Context: an optimization exercise on an open-source flow, tuned for small area and a short achievable clock period. The choices shown serve that exercise and are no tape-out recipe. Only simulation tests tie the RTL to the original design; equivalence was not proved. Power figures rest on the tool's default switching activity, not on a simulated workload.

==> v9 <==
Design ex_stage, start of the top module:
module ex_stage (
	input wire clk,
	input wire reset,
	input wire we,
	output wire [4:0] reg_probe,
	output wire [31:0] data_probe,
	output wire write_probe,
	input wire alu_s,
	input wire alu_t,
	input wire alu_op,
	input wire dst_reg,
	input wire is_link,
	input wire is_jump,
	input wire dst_jump,
	input wire [31:0] pc_jump,
	input wire [31:0] pc_next,
	input wire [31:0] data_s,
	input wire [31:0] data_t,
	input wire [31:0] data_c0,
	input wire [5:0] opcode,
	input wire [5:0] funct,
	input wire [4:0] reg_s,
	input wire [4:0] reg_t,
	input wire [4:0] reg_d,
	input wire is_branch,
	input wire mem_read,
	input wire mem_write,
	input wire mem_type,
	input wire mem_to_reg,
	input wire reg_write,
	input wire [31:0] immediate,
	output reg is_branch_out,
	output reg [31:0] pc_branch,
	output reg is_jump_out,
	output reg [31:0] pc_jump_out,
	output reg alu_zero,
	output reg mem_read_out,
	output reg mem_write_out,
	output reg mem_type_out,
	output reg mem_to_reg_out,
	output reg [31:0] alu_out,
	output reg [31:0] data_t_out,
	output reg [4:0] reg_addr,
	output reg reg_write_out
);
==> module rca, before the edit <==
module rca #(parameter N = 32) (
	input wire [N-1:0] a,
	input wire [N-1:0] b,
	input wire ci,
	output wire [N-1:0] y,
	output wire co
);
wire [N:0] c;
assign c[0] = ci;
genvar j;
generate
	for (j = 0; j < N; j = j + 1) begin : fa
		assign y[j] = a[j] ^ b[j] ^ c[j];
		assign c[j+1] = (a[j] & b[j]) | (a[j] & c[j]) | (b[j] & c[j]);
	end
endgenerate
assign co = c[N];
endmodule
==> module alu, before the edit <==
module alu(
	input wire op_add, op_sub, op_slt, op_and, op_or, op_xor, op_nor,
	input wire op_sll, op_srl, op_sra, op_lui, op_mov, op_mul, op_div,
	input wire op_beq, op_bne,
	input wire [31:0] s,
	input wire [31:0] t,
	input wire [4:0] shamt,
	output wire zero,
	output wire [31:0] out
);
wire sub = op_sub | op_slt | op_beq | op_bne;
wire [31:0] sum;
wire co;
rca #(32) add(.a(s), .b(t ^ {32{sub}}), .ci(sub), .y(sum), .co(co));
wire lts = (s[31] ^ t[31]) ? s[31] : ~co;
wire eq = ~|sum;
assign zero = (op_beq & eq) | (op_bne & ~eq);
wire shft = op_sll | op_srl | op_sra;
wire neg = op_sra & s[31];
wire [31:0] md_t = shft ? (32'd1 << shamt) : t;
wire [31:0] md_s = s ^ {32{neg}};
wire md_div = op_div | op_srl | op_sra;
wire [31:0] prod, quot;
mdarr md(.s(md_s), .t(md_t), .div(md_div), .prod(prod), .quot(quot));
wire c11 = op_and | op_or | op_mov;
wire c10 = op_or | op_xor | op_mov;
wire c01 = op_or | op_xor;
wire c00 = op_nor;
wire [31:0] lg = (s & t & {32{c11}}) | (s & ~t & {32{c10}}) | (~s & t & {32{c01}}) | (~s & ~t & {32{c00}});
wire sel_q = op_div | op_srl | (op_sra & ~s[31]);
assign out = ({32{op_add | op_sub}} & sum)
           | {31'd0, op_slt & lts}
           | lg
           | ({32{op_lui}} & {t[15:0], 16'h0000})
           | ({32{op_mul | op_sll}} & prod)
           | ({32{sel_q}} & quot)
           | ({32{neg}} & ~quot);
endmodule
==> module ex_stage, before the edit <==
module ex_stage (
	input wire clk,
	input wire reset,
	input wire we,
	output wire [4:0] reg_probe,
	output wire [31:0] data_probe,
	output wire write_probe,
	input wire alu_s,
	input wire alu_t,
	input wire alu_op,
	input wire dst_reg,
	input wire is_link,
	input wire is_jump,
	input wire dst_jump,
	input wire [31:0] pc_jump,
	input wire [31:0] pc_next,
	input wire [31:0] data_s,
	input wire [31:0] data_t,
	input wire [31:0] data_c0,
	input wire [5:0] opcode,
	input wire [5:0] funct,
	input wire [4:0] reg_s,
	input wire [4:0] reg_t,
	input wire [4:0] reg_d,
	input wire is_branch,
	input wire mem_read,
	input wire mem_write,
	input wire mem_type,
	input wire mem_to_reg,
	input wire reg_write,
	input wire [31:0] immediate,
	output reg is_branch_out,
	output reg [31:0] pc_branch,
	output reg is_jump_out,
	output reg [31:0] pc_jump_out,
	output reg alu_zero,
	output reg mem_read_out,
	output reg mem_write_out,
	output reg mem_type_out,
	output reg mem_to_reg_out,
	output reg [31:0] alu_out,
	output reg [31:0] data_t_out,
	output reg [4:0] reg_addr,
	output reg reg_write_out
);
wire aluz;
wire [31:0] alu_result;
wire op_add, op_sub, op_slt, op_and, op_or, op_xor, op_nor;
wire op_sll, op_srl, op_sra, op_lui, op_mov, op_mul, op_div, op_beq, op_bne;
reg [4:0] dst_regid;
reg [4:0] wreg;
reg [31:0] exout;
reg [31:0] data_s_alu;
reg [31:0] data_t_alu;
reg [31:0] expc_branch;
reg [31:0] exdst_jump;
assign reg_probe   = wreg;
assign data_probe  = exout;
assign write_probe = reg_write & ~mem_to_reg;
alucontrol alucontrol(
	.funct(funct), .opcode(opcode), .aluop_in(alu_op),
	.op_add(op_add), .op_sub(op_sub), .op_slt(op_slt), .op_and(op_and),
	.op_or(op_or), .op_xor(op_xor), .op_nor(op_nor), .op_sll(op_sll),
	.op_srl(op_srl), .op_sra(op_sra), .op_lui(op_lui), .op_mov(op_mov),
	.op_mul(op_mul), .op_div(op_div), .op_beq(op_beq), .op_bne(op_bne)
);
alu alu(
	.op_add(op_add), .op_sub(op_sub), .op_slt(op_slt), .op_and(op_and),
	.op_or(op_or), .op_xor(op_xor), .op_nor(op_nor), .op_sll(op_sll),
	.op_srl(op_srl), .op_sra(op_sra), .op_lui(op_lui), .op_mov(op_mov),
	.op_mul(op_mul), .op_div(op_div), .op_beq(op_beq), .op_bne(op_bne),
	.s(data_s_alu),
	.t(data_t_alu),
	.shamt(immediate[10:6]),
	.zero(aluz),
	.out(alu_result)
);
wire [29:0] pcb_hi;
rca #(30) pcadd(.a(pc_next[31:2]), .b(immediate[29:0]), .ci(1'b0), .y(pcb_hi), .co());
always @(*) begin
	expc_branch = {pcb_hi, pc_next[1:0]};
	data_s_alu  = alu_s    ? data_c0   : data_s;
	data_t_alu  = alu_t    ? immediate : data_t;
	exout       = is_link  ? pc_next   : alu_result;
	dst_regid   = dst_reg  ? reg_d     : reg_t;
	wreg        = is_link  ? 5'd31     : dst_regid;
	exdst_jump  = dst_jump ? data_s   : pc_jump;
	end
always @(posedge clk) begin
	if (reset) begin
		is_branch_out  <= 0;
		pc_branch      <= 0;
		alu_zero       <= 0;
		mem_read_out   <= 0;
		mem_write_out  <= 0;
		mem_type_out   <= 0;
		mem_to_reg_out <= 0;
		alu_out        <= 0;
		data_t_out     <= 0;
		reg_addr       <= 0;
		reg_write_out  <= 0;
		is_jump_out    <= 0;
		pc_jump_out    <= 0;
	end else if (we) begin
		is_branch_out  <= is_branch;
		pc_branch      <= expc_branch;
		alu_zero       <= aluz;
		mem_read_out   <= mem_read;
		mem_write_out  <= mem_write;
		mem_type_out   <= mem_type;
		mem_to_reg_out <= mem_to_reg;
		alu_out        <= exout;
		data_t_out     <= data_t;
		reg_addr       <= wreg;
		reg_write_out  <= reg_write;
		is_jump_out    <= is_jump;
		pc_jump_out    <= exdst_jump;
	end
end
endmodule
Settings: LEC_CHECK=0, ABC_AREA=1, CAP_MARGIN=20, CORE_MARGIN=2, CORE_UTILIZATION=50, CTS_CLUSTER_DIAMETER=50, CTS_CLUSTER_SIZE=10, SLEW_MARGIN=20; clock period 600.0 ns.
run.sh (not shown) runs the stock make flow with config.mk's settings and CLKGATE_MAP_FILE= SYNTH_SCRIPT=/design/flow/synth_recipe.tcl, a recipe that flattens the netlist after the stock synthesis.
==> v30: changes against v9 <==
--- a/flow/design.v
+++ b/flow/design.v
@@ -2544,24 +2544,6 @@
 assign prod = s0_o;
 assign quot = (thigh[1] | t[0]) ? q : 32'd0;
 endmodule
-module rca #(parameter N = 32) (
-	input wire [N-1:0] a,
-	input wire [N-1:0] b,
-	input wire ci,
-	output wire [N-1:0] y,
-	output wire co
-);
-wire [N:0] c;
-assign c[0] = ci;
-genvar j;
-generate
-	for (j = 0; j < N; j = j + 1) begin : fa
-		assign y[j] = a[j] ^ b[j] ^ c[j];
-		assign c[j+1] = (a[j] & b[j]) | (a[j] & c[j]) | (b[j] & c[j]);
-	end
-endgenerate
-assign co = c[N];
-endmodule
 module alu(
 	input wire op_add, op_sub, op_slt, op_and, op_or, op_xor, op_nor,
 	input wire op_sll, op_srl, op_sra, op_lui, op_mov, op_mul, op_div,
@@ -2572,33 +2554,28 @@
 	output wire zero,
 	output wire [31:0] out
 );
-wire sub = op_sub | op_slt | op_beq | op_bne;
-wire [31:0] sum;
-wire co;
-rca #(32) add(.a(s), .b(t ^ {32{sub}}), .ci(sub), .y(sum), .co(co));
-wire lts = (s[31] ^ t[31]) ? s[31] : ~co;
-wire eq = ~|sum;
+wire sub = op_sub | op_slt;
+wire [32:0] sum = {1'b0, s} + {1'b0, t ^ {32{sub}}} + {32'd0, sub};
+wire ltu = ~sum[32];
+wire lts = (s[31] ^ t[31]) ? s[31] : ltu;
+wire eq = (s == t);
 assign zero = (op_beq & eq) | (op_bne & ~eq);
-wire shft = op_sll | op_srl | op_sra;
-wire neg = op_sra & s[31];
-wire [31:0] md_t = shft ? (32'd1 << shamt) : t;
-wire [31:0] md_s = s ^ {32{neg}};
-wire md_div = op_div | op_srl | op_sra;
+wire [31:0] shl = s << shamt;
+wire [31:0] shr = $signed({op_sra & s[31], s}) >>> shamt;
 wire [31:0] prod, quot;
-mdarr md(.s(md_s), .t(md_t), .div(md_div), .prod(prod), .quot(quot));
-wire c11 = op_and | op_or | op_mov;
-wire c10 = op_or | op_xor | op_mov;
-wire c01 = op_or | op_xor;
-wire c00 = op_nor;
-wire [31:0] lg = (s & t & {32{c11}}) | (s & ~t & {32{c10}}) | (~s & t & {32{c01}}) | (~s & ~t & {32{c00}});
-wire sel_q = op_div | op_srl | (op_sra & ~s[31]);
-assign out = ({32{op_add | op_sub}} & sum)
-           | {31'd0, op_slt & lts}
-           | lg
+mdarr md(.s(s), .t(t), .div(op_div), .prod(prod), .quot(quot));
+assign out = ({32{op_add | op_sub}} & sum[31:0])
+           | ({32{op_slt}} & {31'd0, lts})
+           | ({32{op_and}} & (s & t))
+           | ({32{op_or}}  & (s | t))
+           | ({32{op_xor}} & (s ^ t))
+           | ({32{op_nor}} & ~(s | t))
+           | ({32{op_sll}} & shl)
+           | ({32{op_srl | op_sra}} & shr)
            | ({32{op_lui}} & {t[15:0], 16'h0000})
-           | ({32{op_mul | op_sll}} & prod)
-           | ({32{sel_q}} & quot)
-           | ({32{neg}} & ~quot);
+           | ({32{op_mov}} & s)
+           | ({32{op_mul}} & prod)
+           | ({32{op_div}} & quot);
 endmodule
 module ex_stage (
 	input wire clk,
@@ -2677,17 +2654,15 @@
 	.zero(aluz),
 	.out(alu_result)
 );
-wire [29:0] pcb_hi;
-rca #(30) pcadd(.a(pc_next[31:2]), .b(immediate[29:0]), .ci(1'b0), .y(pcb_hi), .co());
 always @(*) begin
-	expc_branch = {pcb_hi, pc_next[1:0]};
 	data_s_alu  = alu_s    ? data_c0   : data_s;
 	data_t_alu  = alu_t    ? immediate : data_t;
 	exout       = is_link  ? pc_next   : alu_result;
 	dst_regid   = dst_reg  ? reg_d     : reg_t;
 	wreg        = is_link  ? 5'd31     : dst_regid;
 	exdst_jump  = dst_jump ? data_s   : pc_jump;
-	end
+	expc_branch = pc_next + (immediate << 2);
+end
 always @(posedge clk) begin
 	if (reset) begin
 		is_branch_out  <= 0;
==> run notes <==
                                                                                  v30             v9
Outcome                                                      timing/DRC/antenna clean  timing/DRC/antenna clean
M1 wire length                                                          73500 microns  59900 microns
Clock network power                                                           10.7 uW        11.6 uW
Number of antenna violations at the first check in global routing                   7              5
Area share of the largest cell type after synthesis                             18.3%          16.0%
Total cell area at the placement stage                                    47100 sq um    43300 sq um
Net Sw Frac                                                                     55.4%          55.2%
Maximum number of pins on one net before global-route repair                       78            129
Count of multi-input combinational gates                                         5375           4581
Die extent in y                                                           294 microns    283 microns
Cell area after layout                                                    47800 sq um    43900 sq um
Clock-pin slew of the registers on the worst-case setup and hold paths          70 ps          60 ps
Worst Max-Slew Pin Slew                                                       1110 ps        1230 ps
Post-Synth Adder-Cell Area                                                      23.3%          24.3%

[port drivers added, routing unchanged]
In the flow no input, the clock included, has a driving cell. The finished layouts below were timed again as built, in two steps. Step 1 assumes that a clkbuf_16 drives the clock port and a buf_2 every other input. Step 2 moves the port delays by t, midway between the first and last clock arrival at a register: inputs arrive t later, outputs are due t later. That takes back most of the time a late clock gives input paths. a / b / c = no drivers / after step 1 / after step 2; a / b = the first two.
| run | t (ns) | setup slack, ns | worst register clock-pin slew, ns | worst slew at a driven data input, ns |
|---|---|---|---|---|
| v9 | 0.517 | 248.170 / 248.138 / 248.138 | 0.08 / 0.08 | 0.13 |
| v30 | 0.514 | 248.355 / 248.325 / 248.325 | 0.08 / 0.08 | 0.11 |
After both steps setup and hold are still met in every run listed. For v9, which loses most, drivers alone change the setup slack by -0.032 ns; drivers and shift together by -0.032 ns.
